Background: an optimization exercise with open tools, aiming at small area and a short achievable clock period. Do not read the settings as production practice. The RTL was checked by simulation tests, not by an equivalence proof against the original design. Power is estimated from default activity; no workload was simulated.

## CPU
module CPU(
    clk,
    rst_n,
    in_valid,
    instruction,
    out_valid,
    instruction_fail,
    out_0,
    out_1,
    out_2,
    out_3,
    out_4,
    out_5
);
Size in the first run: roughly 280 flip-flops, ~18000 um^2 of cells after synthesis.
clock: 4.5 ns
lec_check: 0
cap_margin: 20
core_margin: 2
core_utilization: 45
setup_slack_margin: 2.0
slew_margin: 20
standard.sh (not shown) runs the stock make flow with config.mk's settings and CLKGATE_MAP_FILE= SYNTH_SCRIPT=/design/flow/synth_recipe.tcl, a recipe that flattens the netlist after the stock synthesis.
==> flow/flow/run.sh <==
#!/bin/bash
# The standard layout, with plain buf_2 cells as the port buffers (the default
# port buffer here is the slower and larger clkdlybuf4s50_1).
set -euo pipefail
bash standard.sh BUFFER_PORTS_ARGS="-buffer_cell sky130_fd_sc_hd__buf_2" finish > run_standard.log 2>&1
Next try:
--- a/flow/design.v
+++ b/flow/design.v
@@ -1,27 +1,27 @@
-module ks_add #(parameter W = 8, parameter L = 3, parameter GA = 1) (
+module ks_add #(parameter W = 8, parameter L = 3) (   
     input  [W-1:0] a,
     input  [W-1:0] b,
     input          cin,
     output [W-1:0] s,
     output         cout
 );
     wire [W-1:0] p0;
     wire [W-1:0] gg [0:L];
     wire [W-1:0] pp [0:L];
     genvar i, l;
     for (i = 0; i < W; i = i + 1) begin : g_in
         assign p0[i] = a[i] ? ~b[i] : b[i];
         if (i == 0) begin : g_c
             assign gg[0][i] = p0[i] ? cin : a[i];
         end else begin : g_n
-            assign gg[0][i] = GA ? a[i] : (a[i] & b[i]);
+            assign gg[0][i] = a[i] & b[i];
         end
         assign pp[0][i] = p0[i];
     end
     for (l = 0; l < L; l = l + 1) begin : g_lv
         for (i = 0; i < W; i = i + 1) begin : g_b
             if (i >= (1 << l)) begin : g_m
                 assign gg[l+1][i] = pp[l][i] ? gg[l][i - (1 << l)] : gg[l][i];
                 assign pp[l+1][i] = pp[l][i] & pp[l][i - (1 << l)];
             end else begin : g_p
                 assign gg[l+1][i] = gg[l][i];
@@ -489,42 +489,42 @@
 assign ty[26] = ts216;
 assign tx[27] = tc217;
 assign ty[27] = ts219;
 assign tx[28] = tc220;
 assign ty[28] = ts222;
 assign tx[29] = tc223;
 assign ty[29] = ts225;
 assign tx[30] = tc226;
 assign ty[30] = ts228;
 wire c9;
-ks_add #(.W(9), .L(4), .GA(0)) u_lo (.a(tx[8:0]), .b(ty[8:0]), .cin(1'b0), .s(), .cout(c9));
+ks_add #(.W(9), .L(4)) u_lo (.a(tx[8:0]), .b(ty[8:0]), .cin(1'b0), .s(), .cout(c9));
 logic [21:0] x2, y2;
 logic        c2;
 logic [2:0]  d2;
 logic        v2, f2;
 always_ff @(posedge clk) begin
     x2 <= tx[30:9];
     y2 <= ty[30:9];
     c2 <= c9;
     d2 <= d1;
 end
 always_ff @(posedge clk or negedge rst_n) begin
     if (!rst_n) begin
         v2 <= 1'b0;
         f2 <= 1'b0;
     end else begin
         v2 <= v1;
         f2 <= f1;
     end
 end
 wire [21:0] sum3;
-ks_add #(.W(22), .L(5), .GA(0)) u_fin (.a(x2), .b(y2), .cin(c2), .s(sum3), .cout());
+ks_add #(.W(22), .L(5)) u_fin (.a(x2), .b(y2), .cin(c2), .s(sum3), .cout());
 wire [15:0] wb = sum3[21:6];
 wire [15:0] wd = v2 ? wb : 16'd0;
 wire [5:0] we;
 assign we[0] = ~v2 | (~f2 & ~d2[2] & ~d2[1] &  d2[0]);
 assign we[1] = ~v2 | (~f2 & ~d2[2] &  d2[1] & ~d2[0]);
 assign we[2] = ~v2 | (~f2 &  d2[2] & ~d2[1]);
 assign we[3] = ~v2 | (~f2 & ~d2[2] &  d2[1] &  d2[0]);
 assign we[4] = ~v2 | (~f2 &  d2[2] &  d2[1]);
 assign we[5] = ~v2 | (~f2 & ~d2[2] & ~d2[1] & ~d2[0]);
 always_ff @(posedge clk or negedge rst_n) begin
The changed run completed without violations.
Total power came out lower by 20%.
Wire length goes up by 2.4%.
Non-clock buffer count drops by 14.
Worst hold slack is better by 0.0056 ns.
Register-to-register slack improves by 0.05 ns.
Cell area fell by 1.3%.
Utilization goes down by 0.73 points.
Sequential power fell by 11%.
Die area stays flat.

port drivers added, routing unchanged:
In the flow no input, the clock included, has a driving cell. The finished layouts below were timed again as built, in two steps.
Step 1 (the two cells are an assumption about what drives the block):
set clk [get_ports {clk}]
set_driving_cell -lib_cell sky130_fd_sc_hd__clkbuf_16 $clk
set_driving_cell -lib_cell sky130_fd_sc_hd__buf_2 [delete_from_list [all_inputs] $clk]
Step 2, shift: input delay + t, output delay - t, t = (earliest + latest rising clock arrival at the registers) / 2. This alone moves slack from input paths to output paths.
a / b / c = ideal / step 1 / step 2; a / b = the first two.
run	t, ns	setup slack, ns	hold WS [ns]	latest minus earliest clock arrival (ns)
the first run	0.602	1.935 / 1.935 / 1.682	0.319 / 0.319 / 0.319	0.024 / 0.024
the second run	0.598	1.988 / 1.988 / 1.688	0.325 / 0.325 / 0.325	0.040 / 0.040
After both steps every run listed still meets setup and hold. The setup slack of the second run, which loses most, moves by 0.000 ns with the drivers and by -0.300 ns with both steps.
